Context: an optimization exercise on an open-source flow, tuned for low power. The choices shown serve that exercise and are no tape-out recipe. The RTL was checked by simulation tests, not by an equivalence proof against the original design. No driver is modelled on the clock port, so clock power and skew are understated where the tree is cut down; a real chip needs a root buffer or a tree. Power figures rest on the tool's default switching activity, not on a simulated workload.

## spi_ram_controller
module spi_ram_controller #(parameter DATA_WIDTH_BYTES=4, parameter ADDR_BITS=16) (
    input clk,
    input rstn,
    input  spi_miso,
    output spi_select,
    output spi_mosi,
    input [ADDR_BITS-1:0]           addr_in,
    input [DATA_WIDTH_BYTES*8-1:0]  data_in,
    input                           start_read,
    input                           start_write,
    output [DATA_WIDTH_BYTES*8-1:0] data_out,
    output                          busy
);
Size in the first run: about 430 cells after synthesis, ~88 I/O pins, roughly 0.0028 mm2 of cells after synthesis.
export LEC_CHECK = 0
export ABC_AREA = 1
export CAP_MARGIN = 20
export CORE_MARGIN = 2
export CORE_UTILIZATION = 40
export PLACE_DENSITY = 0.9
export SLEW_MARGIN = 20
create_clock -name core_clock -period 5.0 [get_ports {clk}]
standard.sh (not shown) runs the stock make flow with config.mk's settings and CLKGATE_MAP_FILE= SYNTH_SCRIPT=/design/flow/synth_recipe.tcl, a recipe that flattens the netlist after the stock synthesis.
==> flow/flow/run.sh <==
#!/bin/bash
# Standard ORFS layout with power-oriented options:
#  - CTS without dummy loads, small clock buffers
#  - port buffers of the smallest buffer cell
set -euo pipefail
export CTS_ARGS="-sink_clustering_enable -repair_clock_nets -dont_use_dummy_load -buf_list sky130_fd_sc_hd__clkbuf_4"
export BUFFER_PORTS_ARGS="-buffer_cell sky130_fd_sc_hd__buf_1"
bash standard.sh > standard.log 2>&1
The baseline completed with no timing, DRC or antenna violations.
Then changed:
==> flow/flow/run.sh (replaced) <==
#!/bin/bash
# Standard ORFS layout, but CTS without dummy loads and with small clock buffers.
set -euo pipefail
export CTS_ARGS="-sink_clustering_enable -repair_clock_nets -dont_use_dummy_load -buf_list sky130_fd_sc_hd__clkbuf_4"
bash standard.sh > standard.log 2>&1
--- a/flow/config.mk
+++ b/flow/config.mk
@@ -6,8 +6,6 @@
 export NUM_CORES = 4
 export LEC_CHECK = 0
-export ABC_AREA = 1
 export CAP_MARGIN = 20
 export CORE_MARGIN = 2
-export CORE_UTILIZATION = 40
-export PLACE_DENSITY = 0.9
+export CORE_UTILIZATION = 70
 export SLEW_MARGIN = 20
After rerunning:
- With this change the flow did not get past 3_3_place_gp
- synthesized area falls by 5.2%
- synthesized cell count went down by 39%
Then changed:
==> flow/flow/run.sh (replaced) <==
#!/bin/bash
# Standard ORFS layout with power-oriented options:
#  - CTS without dummy loads, small clock buffers
#  - port buffers of the smallest buffer cell
#  - power recovery after global routing
set -euo pipefail
export CTS_ARGS="-sink_clustering_enable -repair_clock_nets -dont_use_dummy_load -buf_list sky130_fd_sc_hd__clkbuf_4"
export BUFFER_PORTS_ARGS="-buffer_cell sky130_fd_sc_hd__buf_1"
export RECOVER_POWER=100
bash standard.sh > standard.log 2>&1
--- a/flow/config.mk
+++ b/flow/config.mk
@@ -6,6 +6,7 @@
 export NUM_CORES = 4
 export LEC_CHECK = 0
+export ABC_AREA = 1
 export CAP_MARGIN = 20
 export CORE_MARGIN = 2
-export CORE_UTILIZATION = 70
+export CORE_UTILIZATION = 40
 export SLEW_MARGIN = 20
Outcome:
- With this change the flow completed, yet does not pass: capacitance limit, slew limit
- area after synthesis increases by 5.5%
- synthesized cell count increases by 63%
Then changed:
==> flow/flow/run.sh (replaced) <==
#!/bin/bash
# Standard ORFS layout, but CTS without dummy loads and with small clock buffers.
set -euo pipefail
export CTS_ARGS="-sink_clustering_enable -repair_clock_nets -dont_use_dummy_load -buf_list sky130_fd_sc_hd__clkbuf_4"
bash standard.sh > standard.log 2>&1
--- a/flow/config.mk
+++ b/flow/config.mk
@@ -6,7 +6,6 @@
 export NUM_CORES = 4
 export LEC_CHECK = 0
-export ABC_AREA = 1
 export CAP_MARGIN = 20
 export CORE_MARGIN = 2
-export CORE_UTILIZATION = 40
+export CORE_UTILIZATION = 55
 export SLEW_MARGIN = 20
=>
- With this change the flow finished clean
- area after synthesis came out lower by 5.2%
- core utilization rises by 29 points
- first-iteration DRC count decreases by 22%
- final area grows by 11%
- wire length is lower by 17%
- setup slack is worse by 150 ps
- clock power rose by about 4%
- global-route usage is higher by 3.0 points
- combinational power rose by 59%
- non-clock buffer count is lower by 2

========
Another version of the RTL of spi_ram_controller (not shown whole).
Size in the first run: about 360 cells after synthesis, roughly 57 flip-flops.
export LEC_CHECK = 0
export ABC_AREA = 1
export CAP_MARGIN = 20
export CORE_MARGIN = 2
export CORE_UTILIZATION = 40
export SLEW_MARGIN = 20
create_clock -name core_clock -period 5.0 [get_ports {clk}]
==> flow/flow/run.sh <==
#!/bin/bash
# Standard ORFS layout with power-oriented options:
#  - own clock tree: the clock port drives a few buffers, one per cluster of clock sinks
#  - port buffers of the smallest buffer cell
set -euo pipefail
HERE=$(cd "$(dirname "$0")" && pwd)
export PRE_GLOBAL_PLACE_TCL=$HERE/pre_gpl.tcl
export PRE_CTS_TCL=$HERE/pre_cts.tcl
export MY_CLK_CLUSTERS=4
export MY_CLK_SLEW_NS=0.115
export BUFFER_PORTS_ARGS="-buffer_cell sky130_fd_sc_hd__buf_1"
bash standard.sh > standard.log 2>&1
==> flow/flow/pre_cts.tcl <==
# Runs inside ORFS's cts.tcl before clock_tree_synthesis: sizes the clock buffers that
# pre_gpl.tcl made and turns the clock_tree_synthesis call that follows into a no-op.
source [file join [file dirname [info script]] clock_tree.tcl]
set block [ord::get_db_block]
set bufs {}
for {set k 0} {$k < $::env(MY_CLK_CLUSTERS)} {incr k} { lappend bufs [$block findInst clkbuf_my_$k] }
my_clock_tree_size $bufs $::env(MY_CLK_SLEW_NS)
rename clock_tree_synthesis orfs_clock_tree_synthesis
proc clock_tree_synthesis {args} {
  puts "clock_tree_synthesis skipped: the clock tree was built by pre_gpl.tcl and pre_cts.tcl"
  set_propagated_clock [all_clocks]
}
==> flow/flow/pre_gpl.tcl <==
# Runs inside ORFS's global_place.tcl before global placement: splits the clock into
# clusters, each behind one buffer, using the positions of the placement without I/Os, so
# that global placement then keeps each cluster's registers close to its buffer.
source [file join [file dirname [info script]] clock_tree.tcl]
my_clock_tree $::env(MY_CLK_CLUSTERS)
Other scripts of this flow, unchanged in this note and not shown: flow/flow/clock_tree.tcl
The baseline aborted during clock tree synthesis.
Next try:
--- a/flow/flow/pre_cts.tcl
+++ b/flow/flow/pre_cts.tcl
@@ -6,2 +6,4 @@
 for {set k 0} {$k < $::env(MY_CLK_CLUSTERS)} {incr k} { lappend bufs [$block findInst clkbuf_my_$k] }
+unset_dont_touch [get_cells clkbuf_my_*]
+for {set k 0} {$k < $::env(MY_CLK_CLUSTERS)} {incr k} { [$block findNet clknet_my_$k] setSigType CLOCK }
 my_clock_tree_size $bufs $::env(MY_CLK_SLEW_NS)
--- a/flow/flow/pre_gpl.tcl
+++ b/flow/flow/pre_gpl.tcl
@@ -5 +5,5 @@
 my_clock_tree $::env(MY_CLK_CLUSTERS)
+# keep global_place.tcl's remove_buffers and the repairs before CTS off these buffers
+set_dont_touch [get_cells clkbuf_my_*]
+# let global placement weigh the cluster nets like any other net
+for {set k 0} {$k < $::env(MY_CLK_CLUSTERS)} {incr k} { [[ord::get_db_block] findNet clknet_my_$k] setSigType SIGNAL }
Outcome: This time the run finished clean; synthesized area does not change; synthesized cell count stays the same.
The clock cells of the second run of this note come from the design's own scripts or RTL, not from TritonCTS.

========
Setup of build 71:
RTL: one of the versions met above, not the one the previous note started from.
Size: about 430 cells after synthesis, about 57 flip-flops, roughly 88 I/O pins.
## spi_ram_controller
module spi_ram_controller #(parameter DATA_WIDTH_BYTES=4, parameter ADDR_BITS=16) (
    input clk,
    input rstn,
    input  spi_miso,
    output spi_select,
    output spi_mosi,
    input [ADDR_BITS-1:0]           addr_in,
    input [DATA_WIDTH_BYTES*8-1:0]  data_in,
    input                           start_read,
    input                           start_write,
    output [DATA_WIDTH_BYTES*8-1:0] data_out,
    output                          busy
);
clock: 5.0 ns
lec_check: 0
abc_area: 1
abc_clock_period_in_ps: 20000
cap_margin: 20
core_margin: 2
core_utilization: 40
slew_margin: 20
==> flow/flow/run.sh <==
#!/bin/bash
# Standard ORFS layout with power-oriented options:
#  - own clock tree: the clock port drives a few buffers, one per cluster of clock sinks
#  - port buffers of the smallest buffer cell
set -euo pipefail
HERE=$(cd "$(dirname "$0")" && pwd)
export PRE_CTS_TCL=$HERE/pre_cts.tcl
export MY_CLK_CLUSTERS=4
export MY_CLK_SLEW_NS=0.115
export BUFFER_PORTS_ARGS="-buffer_cell sky130_fd_sc_hd__buf_1"
bash standard.sh > standard.log 2>&1
==> flow/flow/clock_tree.tcl <==
# Clock tree for a small design: the clock port drives up to K buffers directly, each buffer
# drives one cluster of clock sinks (k-means on sink positions). Each buffer gets the smallest
# size whose sinks' clock slew stays under a target.
proc my_clock_tree {K target_ns} {
  set block [ord::get_db_block]
  set db [ord::get_db]
  set net [$block findNet clk]
  set its {}
  set pts {}
  foreach it [$net getITerms] {
    set b [[$it getInst] getBBox]
    lappend its $it
    lappend pts [list [expr {([$b xMin] + [$b xMax]) / 2.0}] [expr {([$b yMin] + [$b yMax]) / 2.0}]]
  }
  set n [llength $pts]
  set cap [expr {($n + $K - 1) / $K + 1}]
  set order [lsort -real -indices [lmap p $pts {expr {[lindex $p 0] + [lindex $p 1]}}]]
  set cs {}
  for {set k 0} {$k < $K} {incr k} {
    lappend cs [lindex $pts [lindex $order [expr {int(($k + 0.5) * $n / $K)}]]]
  }
  for {set iter 0} {$iter < 30} {incr iter} {
    # balanced assignment: nearest free cluster first, at most cap sinks per cluster
    set trip {}
    set i 0
    foreach p $pts {
      for {set k 0} {$k < $K} {incr k} {
        set c [lindex $cs $k]
        lappend trip [list [expr {abs([lindex $p 0] - [lindex $c 0]) + abs([lindex $p 1] - [lindex $c 1])}] $i $k]
      }
      incr i
    }
    set asg [lrepeat $n -1]
    set fill [lrepeat $K 0]
    foreach t [lsort -real -index 0 $trip] {
      lassign $t d i k
      if {[lindex $asg $i] >= 0 || [lindex $fill $k] >= $cap} continue
      lset asg $i $k
      lset fill $k [expr {[lindex $fill $k] + 1}]
    }
    set ncs {}
    for {set k 0} {$k < $K} {incr k} {
      set xs {}; set ys {}
      foreach p $pts a $asg { if {$a == $k} { lappend xs [lindex $p 0]; lappend ys [lindex $p 1] } }
      if {[llength $xs] == 0} { lappend ncs [lindex $cs $k]; continue }
      set xs [lsort -real $xs]; set ys [lsort -real $ys]
      set m [expr {[llength $xs] / 2}]
      lappend ncs [list [lindex $xs $m] [lindex $ys $m]]
    }
    if {$ncs eq $cs} break
    set cs $ncs
  }
  set sizes {sky130_fd_sc_hd__clkbuf_2 sky130_fd_sc_hd__clkbuf_4 sky130_fd_sc_hd__clkbuf_8 sky130_fd_sc_hd__clkbuf_16}
  set bufs {}
  for {set k 0} {$k < $K} {incr k} {
    set inst [odb::dbInst_create $block [$db findMaster [lindex $sizes 0]] clkbuf_my_$k]
    set newnet [odb::dbNet_create $block clknet_my_$k]
    $newnet setSigType CLOCK
    foreach it $its a $asg { if {$a == $k} { $it disconnect; $it connect $newnet } }
    [$inst findITerm A] connect $net
    [$inst findITerm X] connect $newnet
    set c [lindex $cs $k]
    $inst setLocation [expr {int([lindex $c 0])}] [expr {int([lindex $c 1])}]
    $inst setPlacementStatus PLACED
    lappend bufs $inst
  }
  set_propagated_clock [all_clocks]
  for {set round 0} {$round < 4} {incr round} {
    estimate_parasitics -placement
    set changed 0
    foreach inst $bufs {
      set worst 0
      foreach it [[[$inst findITerm X] getNet] getITerms] {
        if {[$it isOutputSignal]} continue
        set pin [get_pins [[$it getInst] getName]/[[$it getMTerm] getName]]
        foreach e {rise fall} { foreach a {min max} {
          set s [get_property $pin slew_${a}_$e]
          if {$s > $worst} { set worst $s }
        } }
      }
      set cur [[$inst getMaster] getName]
      set i [lsearch $sizes $cur]
      if {$worst > $target_ns && $i < [llength $sizes] - 1} {
        $inst swapMaster [$db findMaster [lindex $sizes [expr {$i + 1}]]]
        set changed 1
      }
      puts "my_clock_tree: round $round [$inst getName] $cur worst slew $worst"
    }
    if {!$changed} break
  }
}
==> flow/flow/pre_cts.tcl <==
# Runs inside ORFS's cts.tcl before clock_tree_synthesis: builds the clock tree here and
# turns the clock_tree_synthesis call that follows into a no-op.
source [file join [file dirname [info script]] clock_tree.tcl]
my_clock_tree $::env(MY_CLK_CLUSTERS) $::env(MY_CLK_SLEW_NS)
rename clock_tree_synthesis orfs_clock_tree_synthesis
proc clock_tree_synthesis {args} {
  puts "clock_tree_synthesis skipped: the clock tree was built by pre_cts.tcl"
  set_propagated_clock [all_clocks]
}
Changes in build 32 relative to build 71:
Settings: ABC_CLOCK_PERIOD_IN_PS no longer set, was 20000.
--- a/flow/flow/run.sh
+++ b/flow/flow/run.sh
@@ -9 +9 @@
-export MY_CLK_SLEW_NS=0.115
+export MY_CLK_SLEW_NS=0.10
--- a/flow/flow/clock_tree.tcl
+++ b/flow/flow/clock_tree.tcl
@@ -16 +15,0 @@
-  set cap [expr {($n + $K - 1) / $K + 1}]
@@ -22,4 +21,2 @@
-  for {set iter 0} {$iter < 30} {incr iter} {
-    # balanced assignment: nearest free cluster first, at most cap sinks per cluster
-    set trip {}
-    set i 0
+  for {set iter 0} {$iter < 100} {incr iter} {
+    set asg {}
@@ -26,0 +24 @@
+      set best 0; set bd 1e18
@@ -29 +27,2 @@
-        lappend trip [list [expr {abs([lindex $p 0] - [lindex $c 0]) + abs([lindex $p 1] - [lindex $c 1])}] $i $k]
+        set d [expr {abs([lindex $p 0] - [lindex $c 0]) + abs([lindex $p 1] - [lindex $c 1])}]
+        if {$d < $bd} { set bd $d; set best $k }
@@ -31,9 +30 @@
-      incr i
-    }
-    set asg [lrepeat $n -1]
-    set fill [lrepeat $K 0]
-    foreach t [lsort -real -index 0 $trip] {
-      lassign $t d i k
-      if {[lindex $asg $i] >= 0 || [lindex $fill $k] >= $cap} continue
-      lset asg $i $k
-      lset fill $k [expr {[lindex $fill $k] + 1}]
+      lappend asg $best
==> flow/flow/pre_cts.tcl <==
# Runs inside ORFS's cts.tcl before clock_tree_synthesis: builds the clock tree here, then
# points clock_tree_synthesis at a net with a single sink, so it adds nothing.
source [file join [file dirname [info script]] clock_tree.tcl]
my_clock_tree $::env(MY_CLK_CLUSTERS) $::env(MY_CLK_SLEW_NS)
set one ""
foreach pin [all_registers -clock_pins -edge_triggered] {
  set n [get_nets -of $pin]
  if {[llength [get_pins -of $n -filter "direction==input"]] == 1} { set one [get_full_name $n]; break }
}
if {$one eq ""} { error "pre_cts: no single-sink clock net" }
puts "pre_cts: clock_tree_synthesis limited to $one"
set ::env(CTS_ARGS) "-clk_nets $one -dont_use_dummy_load"
Results
Out of build 71 and build 32, the only run to close with the timing, DRC and antenna checks passing was build 71.
Status(build 32) = ERROR, stage = clock tree synthesis (4_1_cts)
Changes observed in build 32 relative to build 71: simple logic cell fraction of the synthesized area roughly the same, total half-perimeter wirelength after legalization and detailed placement has remained practically unchanged, number of distinct library cells after synthesis barely changed.
Re share of the yosys chip area belonging to registers: no difference whatsoever between build 32 and build 71.
Compound-gate portion of the synthesized area came out exactly the same in build 71 and build 32.
On synthesized area divided by synthesized cell count, build 71 and build 32 are neck and neck.
Per the comparison of build 32 with build 71, cell count after synthesis flat, floorplan die width closely matched the old numbers, initial cell density of the core level.
As far as final weighted congestion in routability-driven placement goes, build 71 and build 32 are indistinguishable; the numbers are identical.
As far as post-synth design cell area goes, build 32 and build 71 are indistinguishable; the numbers are identical.
The following lists how build 91 was set up differently from build 32:
Settings: setting GPL_ROUTABILITY_DRIVEN to 0 for the first time; setting GPL_TIMING_DRIVEN to 0 for the first time; changing CORE_UTILIZATION from 40 to 50.
--- a/flow/flow/run.sh
+++ b/flow/flow/run.sh
@@ -9 +9 @@
-export MY_CLK_SLEW_NS=0.10
+export MY_CLK_SLEW_NS=0.115
--- a/flow/flow/clock_tree.tcl
+++ b/flow/flow/clock_tree.tcl
@@ -15,0 +16 @@
+  set cap [expr {($n + $K - 1) / $K + 1}]
@@ -21,2 +22,4 @@
-  for {set iter 0} {$iter < 100} {incr iter} {
-    set asg {}
+  for {set iter 0} {$iter < 30} {incr iter} {
+    # balanced assignment: nearest free cluster first, at most cap sinks per cluster
+    set trip {}
+    set i 0
@@ -24 +26,0 @@
-      set best 0; set bd 1e18
@@ -27,2 +29 @@
-        set d [expr {abs([lindex $p 0] - [lindex $c 0]) + abs([lindex $p 1] - [lindex $c 1])}]
-        if {$d < $bd} { set bd $d; set best $k }
+        lappend trip [list [expr {abs([lindex $p 0] - [lindex $c 0]) + abs([lindex $p 1] - [lindex $c 1])}] $i $k]
@@ -30 +31,9 @@
-      lappend asg $best
+      incr i
+    }
+    set asg [lrepeat $n -1]
+    set fill [lrepeat $K 0]
+    foreach t [lsort -real -index 0 $trip] {
+      lassign $t d i k
+      if {[lindex $asg $i] >= 0 || [lindex $fill $k] >= $cap} continue
+      lset asg $i $k
+      lset fill $k [expr {[lindex $fill $k] + 1}]
==> flow/flow/pre_cts.tcl <==
# Runs inside ORFS's cts.tcl before clock_tree_synthesis: builds the clock tree here and
# turns the clock_tree_synthesis call that follows into a no-op.
source [file join [file dirname [info script]] clock_tree.tcl]
my_clock_tree $::env(MY_CLK_CLUSTERS) $::env(MY_CLK_SLEW_NS)
rename clock_tree_synthesis orfs_clock_tree_synthesis
proc clock_tree_synthesis {args} {
  puts "clock_tree_synthesis skipped: the clock tree was built by pre_cts.tcl"
  set_propagated_clock [all_clocks]
}
Count of standard-cell rows, build 91 vs build 32: down by more than 10%. Instance area after placement: build 91 > build 32. Build 91 reached the end of the flow, and the finished layout is clean on the timing, DRC and antenna checks. Going from build 32 to build 91, half-perimeter wire length of the detailed placement result grew by more than 10%. Re adder-cell share of the synthesized area: no difference whatsoever between build 91 and build 32. Cmp build 91 and build 32 / height of the die / higher: build 32.
The clock cells of build 71 and build 91 come from the design's own scripts or RTL, not from TritonCTS.
